This design comes from an exercise in tuning for small area on the open sky130 flow, not from production work. In this exercise RTL edits were held to simulation tests only and were not proved equivalent to the original. The clock port is modelled as an ideal driver; clocking choices that lean on that would not hold on a real chip. Power and IR drop assume default switching activity.

== v6 ==
==> flow/design.v <==
`timescale 1ns / 1ps
module ButtonController(
    input  i_clk,
    input  i_reset,
    input  i_run,
    input  i_button,
    output o_click       
    );
    localparam [18:0] TERM = 19'b1011100111001011110;
    reg        r_level;
    reg [18:0] r_cnt;
    wire [18:0] w_cnt = r_cnt & {19{i_run}};
    wire w_differ = i_button ^ r_level;
    wire w_term   = (w_cnt == TERM);
    wire w_step   = w_differ & ~w_term;
    wire w_fb     = w_cnt[18] ^ w_cnt[5];
    assign o_click = w_term & r_level & ~i_button;
    always @(posedge i_clk or posedge i_reset) begin
        if (i_reset)     r_level <= 1'b0;
        else if (w_term) r_level <= i_button;
    end
    always @(posedge i_clk) begin
        r_cnt <= w_step ? {~w_cnt[17:0], w_fb} : 19'd0;
    end
endmodule
`timescale 1ns / 1ps
module clock_divider(
    input  i_clk,
    input  i_reset,
    input  i_run,
    output [2:0] o_zone
    );
    localparam [14:0] SEG_START = 15'b010100110101010;
    reg [14:0] r_seg;
    reg [2:0]  r_zone;
    assign o_zone = r_zone;
    wire [14:0] w_seg = r_seg & {15{i_run}};
    wire w_end30000 = ((w_seg & 15'b111011111111111) == 15'b101010100111010);
    wire w_end20000 = ((w_seg & 15'b101111111110111) == 15'b101111000100000);
    wire w_end19900 = ((w_seg & 15'b111111101100111) == 15'b110011101000010);
    wire w_end100   = ((w_seg & 15'b010001000000010) == 15'b000001000000000);
    wire w_z01 = ~r_zone[1];                
    wire w_z2  =  r_zone[1] & ~r_zone[2];   
    wire w_z3  =  r_zone[2] &  r_zone[0];   
    wire w_z4  =  r_zone[2] & ~r_zone[0];   
    wire w_end = (w_z01 & w_end30000) | (w_z2 & w_end20000) |
                 (w_z3 & w_end19900) | (w_z4 & w_end100);
    wire w_fb = w_seg[14] ^ w_seg[0];
    always @(posedge i_clk or posedge i_reset) begin
        if (i_reset)    r_zone <= 3'b000;
        else if (w_end) r_zone <= {r_zone[1] & r_zone[0], r_zone[0], ~r_zone[2]};
    end
    always @(posedge i_clk) begin
        r_seg <= w_end ? SEG_START : {~w_seg[13:0], w_fb};
    end
endmodule
`timescale 1ns / 1ps
`timescale 1ns / 1ps
module Comparator(
    input [2:0] i_zone,
    output o_light_1, o_light_2, o_light_3, o_light_4
    );
    assign o_light_1 = ~i_zone[1] & ~i_zone[0];    
    assign o_light_2 = ~i_zone[1];                 
    assign o_light_3 = ~i_zone[2];                 
    assign o_light_4 = ~(i_zone[2] & ~i_zone[0]);  
endmodule
`timescale 1ns / 1ps
module FSM_LED_UpDown(
    input i_clk,
    input i_reset,
    input  [2:0] i_click,        
    output [2:0] o_lightState    
    );
    reg       r_act0, r_act1;
    reg [2:0] r_s;
    assign o_lightState = r_s;
    wire w_none = ~r_act1 & ~r_act0;
    wire w_up   = ~r_act1 &  r_act0;
    wire w_down =  r_act1 & ~r_act0;
    always @(posedge i_clk or posedge i_reset) begin
        if (i_reset) begin
            r_act0 <= 1'b0;
            r_act1 <= 1'b0;
            r_s    <= 3'b000;
        end else begin
            r_act0 <= i_click[0] | i_click[1];
            r_act1 <= i_click[0] | (~i_click[1] & i_click[2]);
            r_s[0] <= (w_none & r_s[0]) | (w_up & ~r_s[2])           | (w_down & r_s[1]);
            r_s[1] <= (w_none & r_s[1]) | (w_up & (r_s[1] | r_s[0])) | (w_down & r_s[2]);
            r_s[2] <= (w_none & r_s[2]) | (w_up & r_s[1])            | (w_down & r_s[2] & ~r_s[0]);
        end
    end
endmodule
`timescale 1ns / 1ps
module Mux(
    input [4:0] i_x,
    input [2:0] i_select,
    output o_y
    );
    wire s1 = ~i_select[1] &  i_select[0];    
    wire s2 = ~i_select[2] &  i_select[1];    
    wire s3 =  i_select[2] &  i_select[0];    
    wire s4 =  i_select[2] & ~i_select[0];    
    assign o_y = (s1 & i_x[0]) | (s2 & i_x[1]) | (s3 & i_x[2]) | (s4 & i_x[3]);
endmodule
`timescale 1ns / 1ps
module TOP_UPdown(
    input i_clk,
    input i_reset,
    input [2:0] i_button,
    output o_LED_UP_down
    );
    wire [2:0] w_click;
    wire [2:0] w_zone;
    wire [4:0] w_light;
    wire [2:0] w_lightState;
    reg r_run;
    always @(posedge i_clk or posedge i_reset) begin
        if (i_reset) r_run <= 1'b0;
        else         r_run <= 1'b1;
    end
    clock_divider clock_divide (
    .i_clk(i_clk),
    .i_reset(i_reset),
    .i_run(r_run),
    .o_zone(w_zone)
    );
    Comparator Compare(
    .i_zone(w_zone),
    .o_light_1(w_light[0]),
    .o_light_2(w_light[1]),
    .o_light_3(w_light[2]),
    .o_light_4(w_light[3])
    );
    assign w_light[4] = 1'b0;
    ButtonController ButtonController0 (
    .i_clk(i_clk),
    .i_reset(i_reset),
    .i_run(r_run),
    .i_button(i_button[0]),
    .o_click(w_click[0])
    );
    ButtonController ButtonController1 (
    .i_clk(i_clk),
    .i_reset(i_reset),
    .i_run(r_run),
    .i_button(i_button[1]),
    .o_click(w_click[1])
    );
    ButtonController ButtonController2 (
    .i_clk(i_clk),
    .i_reset(i_reset),
    .i_run(r_run),
    .i_button(i_button[2]),
    .o_click(w_click[2])
    );
    FSM_LED_UpDown FSM_LED_UpDown0(
    .i_clk(i_clk),
    .i_reset(i_reset),
    .i_click(w_click),
    .o_lightState(w_lightState)
    );
    Mux Mux(
    .i_x(w_light),
    .i_select(w_lightState),
    .o_y(o_LED_UP_down)
    );
endmodule
export LEC_CHECK = 0
export CAP_MARGIN = 20
export CORE_MARGIN = 2
export CORE_UTILIZATION = 40
export SLEW_MARGIN = 20
create_clock -name core_clock -period 10.0 [get_ports {i_clk}]
standard.sh (not shown) runs the stock make flow with config.mk's settings and CLKGATE_MAP_FILE= SYNTH_SCRIPT=/design/flow/synth_recipe.tcl, a recipe that flattens the netlist after the stock synthesis.
==> flow/flow/run.sh <==
#!/bin/bash
set -euo pipefail
W=$(pwd)
export REMOVE_ABC_BUFFERS=1
export POST_FLOORPLAN_TCL="$W/flow/downsize.tcl"
export BUFFER_PORTS_ARGS="-buffer_cell sky130_fd_sc_hd__buf_1"
export CTS_ARGS="-sink_clustering_enable -repair_clock_nets -dont_use_dummy_load -buf_list sky130_fd_sc_hd__clkbuf_4"
export POST_CTS_TCL="$W/flow/clocktree.tcl"
bash standard.sh > "$W/flow_make.log" 2>&1
==> flow/flow/clocktree.tcl <==
estimate_parasitics -placement
set n 0
foreach inst [[ord::get_db_block] getInsts] {
  if { [[$inst getMaster] getName] ne "sky130_fd_sc_hd__clkbuf_4" } {
    continue
  }
  set worst 0
  foreach it [[[$inst findITerm X] getNet] getITerms] {
    if { [$it isOutputSignal] || [[$it getMTerm] getName] ne "CLK" } {
      continue
    }
    set pin [get_pins [[$it getInst] getName]/[[$it getMTerm] getName]]
    set slew [get_property $pin slew_max]
    if { $slew > $worst } {
      set worst $slew
    }
  }
  if { $worst > 0.115 } {
    puts "clock buffer [$inst getName]: sink slew $worst, using clkbuf_8"
    replace_cell [$inst getName] sky130_fd_sc_hd__clkbuf_8
    incr n
  }
}
puts "upsized $n clock buffers"
if { $n > 0 } {
  detailed_placement
  check_placement -verbose
  estimate_parasitics -placement
}
==> flow/flow/downsize.tcl <==
# Put every combinational cell back to its smallest drive strength
# (flip-flops, clock cells, ties and physical cells are left as they are).
set db [ord::get_db]
set n 0
foreach inst [[ord::get_db_block] getInsts] {
  set master [[$inst getMaster] getName]
  if { ![regexp {^sky130_fd_sc_hd__([a-z0-9]+)_([0-9]+)$} $master -> base size] } {
    continue
  }
  if { $size <= 1 || [regexp {^(s?e?df|dl|clk|tap|fill|decap|conb|diode|lpflow|probe)} $base] } {
    continue
  }
  foreach s {1 0} {
    set cand "sky130_fd_sc_hd__${base}_$s"
    if { $cand ne $master && [$db findMaster $cand] ne "NULL" } {
      puts "downsize [$inst getName] $master -> $cand"
      replace_cell [$inst getName] $cand
      incr n
      break
    }
  }
}
puts "downsized $n cells"
For v7, these inputs were changed with respect to v6:
-- flow/design.v --
<<< v6, line 3
    input  i_clk,
    input  i_reset,
    input  i_run,
    input  i_button,
    output o_click       
>>> v7, line 3
    input  i_clk,
    input  i_reset,
    input  i_button,
    output o_click       
<<< v6, line 10
    reg        r_level;
    reg [18:0] r_cnt;
    wire [18:0] w_cnt = r_cnt & {19{i_run}};
    wire w_differ = i_button ^ r_level;
    wire w_term   = (w_cnt == TERM);
    wire w_step   = w_differ & ~w_term;
    wire w_fb     = w_cnt[18] ^ w_cnt[5];
    assign o_click = w_term & r_level & ~i_button;
    always @(posedge i_clk or posedge i_reset) begin
        if (i_reset)     r_level <= 1'b0;
        else if (w_term) r_level <= i_button;
    end
    always @(posedge i_clk) begin
        r_cnt <= w_step ? {~w_cnt[17:0], w_fb} : 19'd0;
    end
endmodule
>>> v7, line 9
    reg        r_level;
    reg [18:0] r_cnt;
    wire w_differ = i_button ^ r_level;
    wire w_term   = (r_cnt == TERM);
    wire w_step   = w_differ & ~w_term;
    wire w_fb     = r_cnt[18] ^ r_cnt[5];
    assign o_click = w_term & r_level & ~i_button;
    always @(posedge i_clk or posedge i_reset) begin
        if (i_reset) begin
            r_level <= 1'b0;
            r_cnt   <= 19'd0;
        end else begin
            if (w_term) r_level <= i_button;
            r_cnt <= w_step ? {~r_cnt[17:0], w_fb} : 19'd0;
        end
    end
endmodule
<<< v6, line 28
    input  i_clk,
    input  i_reset,
    input  i_run,
    output [2:0] o_zone
    );
>>> v7, line 28
    input  i_clk,
    input  i_reset,
    output [2:0] o_zone
    );
<<< v6, line 35
    reg [2:0]  r_zone;
    assign o_zone = r_zone;
    wire [14:0] w_seg = r_seg & {15{i_run}};
    wire w_end30000 = ((w_seg & 15'b111011111111111) == 15'b101010100111010);
    wire w_end20000 = ((w_seg & 15'b101111111110111) == 15'b101111000100000);
    wire w_end19900 = ((w_seg & 15'b111111101100111) == 15'b110011101000010);
    wire w_end100   = ((w_seg & 15'b010001000000010) == 15'b000001000000000);
    wire w_z01 = ~r_zone[1];                
    wire w_z2  =  r_zone[1] & ~r_zone[2];   
>>> v7, line 34
    reg [2:0]  r_zone;
    assign o_zone = r_zone;
    wire w_end30000 = ((r_seg & 15'b111011111111111) == 15'b101010100111010);
    wire w_end20000 = ((r_seg & 15'b101111111110111) == 15'b101111000100000);
    wire w_end19900 = ((r_seg & 15'b111111101100111) == 15'b110011101000010);
    wire w_end100   = ((r_seg & 15'b010001000000010) == 15'b000001000000000);
    wire w_z01 = ~r_zone[1];                
    wire w_z2  =  r_zone[1] & ~r_zone[2];   
<<< v6, line 46
    wire w_end = (w_z01 & w_end30000) | (w_z2 & w_end20000) |
                 (w_z3 & w_end19900) | (w_z4 & w_end100);
    wire w_fb = w_seg[14] ^ w_seg[0];
    always @(posedge i_clk or posedge i_reset) begin
        if (i_reset)    r_zone <= 3'b000;
        else if (w_end) r_zone <= {r_zone[1] & r_zone[0], r_zone[0], ~r_zone[2]};
    end
    always @(posedge i_clk) begin
        r_seg <= w_end ? SEG_START : {~w_seg[13:0], w_fb};
    end
endmodule
>>> v7, line 44
    wire w_end = (w_z01 & w_end30000) | (w_z2 & w_end20000) |
                 (w_z3 & w_end19900) | (w_z4 & w_end100);
    wire w_fb = r_seg[14] ^ r_seg[0];
    always @(posedge i_clk or posedge i_reset) begin
        if (i_reset) begin
            r_seg  <= 15'd0;
            r_zone <= 3'b000;
        end else begin
            r_seg <= w_end ? SEG_START : {~r_seg[13:0], w_fb};
            if (w_end) r_zone <= {r_zone[1] & r_zone[0], r_zone[0], ~r_zone[2]};
        end
    end
endmodule
<<< v6, line 116
    wire [4:0] w_light;
    wire [2:0] w_lightState;
    reg r_run;
    always @(posedge i_clk or posedge i_reset) begin
        if (i_reset) r_run <= 1'b0;
        else         r_run <= 1'b1;
    end
    clock_divider clock_divide (
    .i_clk(i_clk),
    .i_reset(i_reset),
    .i_run(r_run),
    .o_zone(w_zone)
    );
>>> v7, line 116
    wire [4:0] w_light;
    wire [2:0] w_lightState;
    clock_divider clock_divide (
    .i_clk(i_clk),
    .i_reset(i_reset),
    .o_zone(w_zone)
    );
<<< v6, line 138
    .i_clk(i_clk),
    .i_reset(i_reset),
    .i_run(r_run),
    .i_button(i_button[0]),
    .o_click(w_click[0])
>>> v7, line 132
    .i_clk(i_clk),
    .i_reset(i_reset),
    .i_button(i_button[0]),
    .o_click(w_click[0])
<<< v6, line 145
    .i_clk(i_clk),
    .i_reset(i_reset),
    .i_run(r_run),
    .i_button(i_button[1]),
    .o_click(w_click[1])
>>> v7, line 138
    .i_clk(i_clk),
    .i_reset(i_reset),
    .i_button(i_button[1]),
    .o_click(w_click[1])
<<< v6, line 152
    .i_clk(i_clk),
    .i_reset(i_reset),
    .i_run(r_run),
    .i_button(i_button[2]),
    .o_click(w_click[2])
>>> v7, line 144
    .i_clk(i_clk),
    .i_reset(i_reset),
    .i_button(i_button[2]),
    .o_click(w_click[2])
Results
v7 ended up with a higher power than v6 did. Number of flip-flops and latches went down slightly going from v6 to v7. Any difference in stage delay of the slowest cell on the critical path between v7 and v6 is small enough to ignore. Summary: with v6 as the reference, length of routed wiring on met1 in v7 moved up slightly. v7 vs. v6: proportion of cell area spent on the clock network went down by 0.25 points. For the synthesized netlist cell count, v7 came in about 7% lower than v6 did. v6 → v7: simple logic cell fraction of the synthesized area rose by 6.1 points, design area went up by 9.0%. Re setup slack at placement: v7 and v6 aren't equal, and the higher value belongs to v6. Per the comparison of v7 with v6, die area now sits higher; clock skew grew by 0.0036 ns. Compared with v6, in v7 overall fraction of global-route tracks in use down 0.91 points, global-route wire length before repair up about 2.6%.

[separate check: timing with driven ports]
In the flow no input, the clock included, has a driving cell. The finished layouts below were timed again as built, in two steps. Step 1 assumes that a clkbuf_16 drives the clock port and a buf_2 every other input. Step 2 also shifts input and output timing later by t, the mid clock arrival at the registers, as if the neighbouring blocks saw the same clock. Slacks: no drivers / after step 1 / after step 2; pairs: no drivers / after step 1.
| run | t (ns) | slack for setup (ns) | hold slack, ns | worst register clock-pin slew, ns | cell pins on the clock port's net |
|---|---|---|---|---|---|
| v6 | 0.415 | 6.580 / 6.555 / 6.938 | 0.401 / 0.401 / 0.401 | 0.10 / 0.10 | 1 |
| v7 | 0.426 | 6.482 / 6.455 / 6.664 | 0.413 / 0.413 / 0.413 | 0.11 / 0.11 | 1 |
After both steps every run listed still meets setup and hold.
